Source: an optimization exercise on an open RTL-to-GDS flow (aim: small area). Production flows keep margins and buffers that such runs may drop.
At most, simulation tests tie the RTL to the original design; equivalence was not proved.

==> flow/design.v <==
module ControlUnit (
    input  wire        clk,
    input  wire [31:0] data_in,
    output wire [31:0] data_out
);
    wire rst = data_in[29];
    wire req = data_in[31];
    wire op7 = data_in[16];      
    reg         P;       
    reg         half;    
    reg  [2:0]  J;       
    reg  [2:0]  row, col;
    reg         ack;
    reg  [8:0]  R;
    reg  [19:0] X, Y;
    wire c0   = ~col[2] & ~col[1] & ~col[0];
    wire c3   = col[1] & col[0];
    wire fin  = row[2] & row[0];
    wire sqx  = fin & c0;
    wire sqy  = fin & ~col[1] & col[0];
    wire sqr  = fin & col[1] & ~col[0];
    wire run  = fin ? ~col[2] & ~c3 : (req & ~ack);
    wire step = run & (half == P);
    wire apass = step & ~P;
    wire bpass = step & P;
    wire last = (J == 3'd7);
    wire j0   = (J == 3'd0);
    wire j1   = (J == 3'd1);
    wire [1:0] sz = data_in[20:19];
    wire row_ok = ~row[2] & ~row[1] | row[1] & ~row[0] & (sz != 2'd0) |
                  row[1] & row[0] & sz[1] | row[2] & sz[1] & sz[0];
    wire col_ok = ~col[2] & ~col[1] | col[1] & ~col[0] & (sz != 2'd0) |
                  col[1] & col[0] & sz[1] | col[2] & sz[1] & sz[0];
    wire used = row_ok & col_ok & (~P | op7);
    wire corr = R[8];
    wire sub  = ~X[19];                  
    wire [8:0] rx = R ^ (sqr ? {{7{sub}}, 2'b00} : {9{corr}});
    wire rj   = rx[J];
    wire aj   = data_in[J];
    wire sq_on = sqx | sqy;
    wire sq_bit = sq_on & (rj | (j1 & corr));
    wire en  = fin ? (apass & (sqr | sq_bit)) : (step & aj & used);
    wire cin = en & sq_on & j1 & corr;
    wire [2:0] i = ~J;
    wire [7:0] bc = P ? data_in[28:21] : data_in[15:8];
    wire [8:0] m = ~fin ? {bc[7], bc} : rx;
    wire msign = ~fin ? bc[7] : (sqr & sub);
    wire [8:0] mx = en ? m : 9'd0;
    wire sx = en & msign;
    wire [3:0] sh = sqr ? {i, 1'b0} : {1'b0, (fin & j1 & rj & corr) ? 3'd2 : J};
    wire [10:0] v1 = sh[0] ? {sx, mx, 1'b0} : {sx, sx, mx};
    wire [12:0] v2 = sh[1] ? {v1, 2'b0} : {{2{sx}}, v1};
    wire [16:0] v3 = sh[2] ? {v2, 4'b0} : {{4{sx}}, v2};
    wire [19:0] v3x = {{3{sx}}, v3};
    wire [19:0] addend = sh[3] ? {v3x[11:0], 8'b0} : v3x;
    wire clr = (~row[2] & ~row[1] & ~row[0] & c0 & j0 & step) |
               (sqx & j0 & apass);
    wire [19:0] Xg = clr ? 20'd0 : X;
    wire [20:0] cy;
    wire [19:0] S;
    assign cy[0] = cin;
    genvar k;
    generate
        for (k = 0; k < 20; k = k + 1) begin : rca
            assign S[k] = Xg[k] ^ addend[k] ^ cy[k];
            assign cy[k+1] = (Xg[k] & addend[k]) | (cy[k] & (Xg[k] ^ addend[k]));
        end
    endgenerate
    wire neg = Y[19];
    wire oor = ~((&Y[19:8]) | ~(|Y[19:8]));
    wire z   = ~fin & neg & ~op7;
    wire [8:0] lv = {neg & ~oor, Y[7:0] | {8{oor}}} & {9{~z}};
    always @(posedge clk) begin
        X <= Y;
        Y <= S;
    end
    wire rd_done = fin & c3 & ~req & ack;
    reg [2:0] Jn, coln, rown;
    always @* begin
        case (J)
            3'd0: Jn = 3'd1; 3'd1: Jn = 3'd2; 3'd2: Jn = 3'd3; 3'd3: Jn = 3'd4;
            3'd4: Jn = 3'd5; 3'd5: Jn = 3'd6; 3'd6: Jn = 3'd7; default: Jn = 3'd0;
        endcase
        case (col)
            3'd0: coln = 3'd1; 3'd1: coln = 3'd2; 3'd2: coln = 3'd3; 3'd3: coln = 3'd4;
            default: coln = 3'd0;
        endcase
        case (row)
            3'd0: rown = 3'd1; 3'd1: rown = 3'd2; 3'd2: rown = 3'd3; 3'd3: rown = 3'd4;
            default: rown = 3'd5;
        endcase
    end
    always @(posedge clk) begin
        if (rst) begin
            P <= 1'b0;
            half <= 1'b0;
            J <= 3'd0;
            row <= 3'd0;
            col <= 3'd0;
            ack <= 1'b0;
        end else begin
            P <= ~P;
            if (step) begin
                half <= ~half;
                if (P) J <= Jn;
            end
            if (bpass & last) begin
                col <= coln;
                if (~fin & col[2]) row <= rown;
            end
            if (req)
                ack <= ack | (~fin & bpass & last) | (fin & col[1] & col[0]);
            else
                ack <= ack & ~(~fin | col[1] | (col[0] & J[2]));
        end
    end
    always @(posedge clk) begin
        if (~fin | (sqx & apass & last))
            R <= lv;
        else if (sqy & apass & last)
            R <= 9'd3;
        else if (rd_done)
            R <= 9'd0;
        else if (sqr & bpass)
            R <= last ? {R[8:2], ~Y[19], R[0]} : {R[7:2], ~Y[19], 2'b11};
    end
    assign data_out = {ack, 23'd0, R[8:1]};
endmodule
Settings: LEC_CHECK=0, CAP_MARGIN=20, CORE_MARGIN=2, CORE_UTILIZATION=40, PLACE_DENSITY_LB_ADDON=0.1, SLEW_MARGIN=20; clock period 200.0 ns.
standard.sh (not shown) runs the stock make flow with config.mk's settings and CLKGATE_MAP_FILE= SYNTH_SCRIPT=/design/flow/synth_recipe.tcl, a recipe that flattens the netlist after the stock synthesis.
==> flow/flow/run.sh <==
#!/bin/bash
# Own layout flow: the standard ORFS flow (the standard.sh), with
#  - synthesis: ORFS's synth.tcl, only the ABC script replaced by flow/area.abc
#  - 1x port buffers, one tie cell per constant, no timing-driven placement
#    buffers, and a small clock tree without dummy loads.
set -euo pipefail
W=$(pwd)
F=$W/flow
sed 's#^source \$::env(SCRIPTS_DIR)/synth_preamble.tcl#source $::env(SCRIPTS_DIR)/synth_preamble.tcl\nlset abc_args 1 '"$F"'/area.abc#' \
    "$FLOW_HOME/scripts/synth.tcl" > "$W/own_synth.tcl"
grep -q "lset abc_args 1" "$W/own_synth.tcl"
sed 's#\$::env(SCRIPTS_DIR)/synth.tcl#'"$W"'/own_synth.tcl#' "$W/synth_recipe.tcl" > "$W/own_synth_recipe.tcl"
grep -q own_synth.tcl "$W/own_synth_recipe.tcl"
bash "$W/standard.sh" \
    SYNTH_SCRIPT="$W/own_synth_recipe.tcl" \
    BUFFER_PORTS_ARGS="-buffer_cell sky130_fd_sc_hd__buf_1" \
    SKIP_REPAIR_TIE_FANOUT=1 \
    REMOVE_ABC_BUFFERS=1 \
    GPL_TIMING_DRIVEN=0 \
    CTS_ARGS="-sink_clustering_enable -repair_clock_nets -dont_use_dummy_load -buf_list sky130_fd_sc_hd__clkbuf_4" \
    finish > "$W/own_flow.log" 2>&1
==> flow/flow/area.abc <==
strash
dch -f
amap
strash
dch -f
amap
Then changed:
--- a/flow/design.v
+++ b/flow/design.v
@@ -13,13 +13,11 @@
     reg         ack;
     reg  [8:0]  R;
     reg  [19:0] X, Y;
-    wire c0   = ~col[2] & ~col[1] & ~col[0];
-    wire c3   = col[1] & col[0];
-    wire fin  = row[2] & row[0];
-    wire sqx  = fin & c0;
-    wire sqy  = fin & ~col[1] & col[0];
-    wire sqr  = fin & col[1] & ~col[0];
-    wire run  = fin ? ~col[2] & ~c3 : (req & ~ack);
+    wire fin  = (row == 3'd5);
+    wire sqx  = fin & (col == 3'd0);
+    wire sqy  = fin & (col == 3'd1);
+    wire sqr  = fin & (col == 3'd2);
+    wire run  = fin ? ~col[2] & ~(col[1] & col[0]) : (req & ~ack);
     wire step = run & (half == P);
     wire apass = step & ~P;
     wire bpass = step & P;
@@ -27,14 +25,14 @@
     wire j0   = (J == 3'd0);
     wire j1   = (J == 3'd1);
     wire [1:0] sz = data_in[20:19];
-    wire row_ok = ~row[2] & ~row[1] | row[1] & ~row[0] & (sz != 2'd0) |
-                  row[1] & row[0] & sz[1] | row[2] & sz[1] & sz[0];
-    wire col_ok = ~col[2] & ~col[1] | col[1] & ~col[0] & (sz != 2'd0) |
-                  col[1] & col[0] & sz[1] | col[2] & sz[1] & sz[0];
+    wire row_ok = ~row[2] & ~row[1] | (row == 3'd2) & (sz != 2'd0) |
+                  (row == 3'd3) & sz[1] | (row == 3'd4) & (sz == 2'd3);
+    wire col_ok = ~col[2] & ~col[1] | (col == 3'd2) & (sz != 2'd0) |
+                  (col == 3'd3) & sz[1] | (col == 3'd4) & (sz == 2'd3);
     wire used = row_ok & col_ok & (~P | op7);
     wire corr = R[8];
     wire sub  = ~X[19];                  
-    wire [8:0] rx = R ^ (sqr ? {{7{sub}}, 2'b00} : {9{corr}});
+    wire [8:0] rx = R ^ {9{sqr ? sub : corr}};
     wire rj   = rx[J];
     wire aj   = data_in[J];
     wire sq_on = sqx | sqy;
@@ -43,7 +41,8 @@
     wire cin = en & sq_on & j1 & corr;
     wire [2:0] i = ~J;
     wire [7:0] bc = P ? data_in[28:21] : data_in[15:8];
-    wire [8:0] m = ~fin ? {bc[7], bc} : rx;
+    wire [8:0] m = ~fin ? {bc[7], bc} :
+                   sqr  ? {rx[6:0], 2'b11} : {1'b0, rx[7:0]};
     wire msign = ~fin ? bc[7] : (sqr & sub);
     wire [8:0] mx = en ? m : 9'd0;
     wire sx = en & msign;
@@ -53,7 +52,7 @@
     wire [16:0] v3 = sh[2] ? {v2, 4'b0} : {{4{sx}}, v2};
     wire [19:0] v3x = {{3{sx}}, v3};
     wire [19:0] addend = sh[3] ? {v3x[11:0], 8'b0} : v3x;
-    wire clr = (~row[2] & ~row[1] & ~row[0] & c0 & j0 & step) |
+    wire clr = (~fin & (row == 3'd0) & (col == 3'd0) & j0 & step) |
                (sqx & j0 & apass);
     wire [19:0] Xg = clr ? 20'd0 : X;
     wire [20:0] cy;
@@ -74,7 +73,7 @@
         X <= Y;
         Y <= S;
     end
-    wire rd_done = fin & c3 & ~req & ack;
+    wire rd_done = fin & (col == 3'd3) & ~req & ack;
     reg [2:0] Jn, coln, rown;
     always @* begin
         case (J)
@@ -106,7 +105,7 @@
             end
             if (bpass & last) begin
                 col <= coln;
-                if (~fin & col[2]) row <= rown;
+                if (~fin & (col == 3'd4)) row <= rown;
             end
             if (req)
                 ack <= ack | (~fin & bpass & last) | (fin & col[1] & col[0]);
@@ -117,12 +116,10 @@
     always @(posedge clk) begin
         if (~fin | (sqx & apass & last))
             R <= lv;
-        else if (sqy & apass & last)
-            R <= 9'd3;
-        else if (rd_done)
+        else if ((sqy & apass & last) | rd_done)
             R <= 9'd0;
         else if (sqr & bpass)
-            R <= last ? {R[8:2], ~Y[19], R[0]} : {R[7:2], ~Y[19], 2'b11};
+            R <= {R[7:0], ~Y[19]};
     end
-    assign data_out = {ack, 23'd0, R[8:1]};
+    assign data_out = {ack, 23'd0, R[7:0]};
 endmodule
=> The new run passed the timing, DRC and antenna checks. Core utilization came out higher by 1.7 points. Sequential share of layout area is unchanged. Register-to-register slack improves by 0.26 ns. Critical path depth drops by 5. Wire length rises by 2.7%.
No functional check of the RTL was part of the first run of this note.

-- afterwards: timing with drivers on the ports --
The flow's constraints put no driver on any port. The routed layouts listed below were extracted and timed again, unchanged, in two steps.
Step 1 (the two cells are an assumption about what drives the block):
set clk [get_ports {clk}]
set_driving_cell -lib_cell sky130_fd_sc_hd__clkbuf_16 $clk
set_driving_cell -lib_cell sky130_fd_sc_hd__buf_2 [delete_from_list [all_inputs] $clk]
Step 2 times the ports against the registers' clock, not the clock port: input delays grow and output delays shrink by t, the midpoint of the rising clock arrivals with the driver on.
Three values: ideal ports, drivers, drivers and shift; two values: the first two.
run | t (ns) | slack for setup (ns) | latest minus earliest clock arrival (ns) | cell pins on the clock port's net
the first run | 0.419 | 151.076 / 151.086 / 150.667 | 0.043 / 0.044 | 1
the second run | 0.398 | 151.284 / 151.278 / 150.879 | 0.026 / 0.027 | 1
After both steps every run listed still meets setup and hold. The setup slack of the first run, which loses most, moves by +0.010 ns with the drivers and by -0.409 ns with both steps.
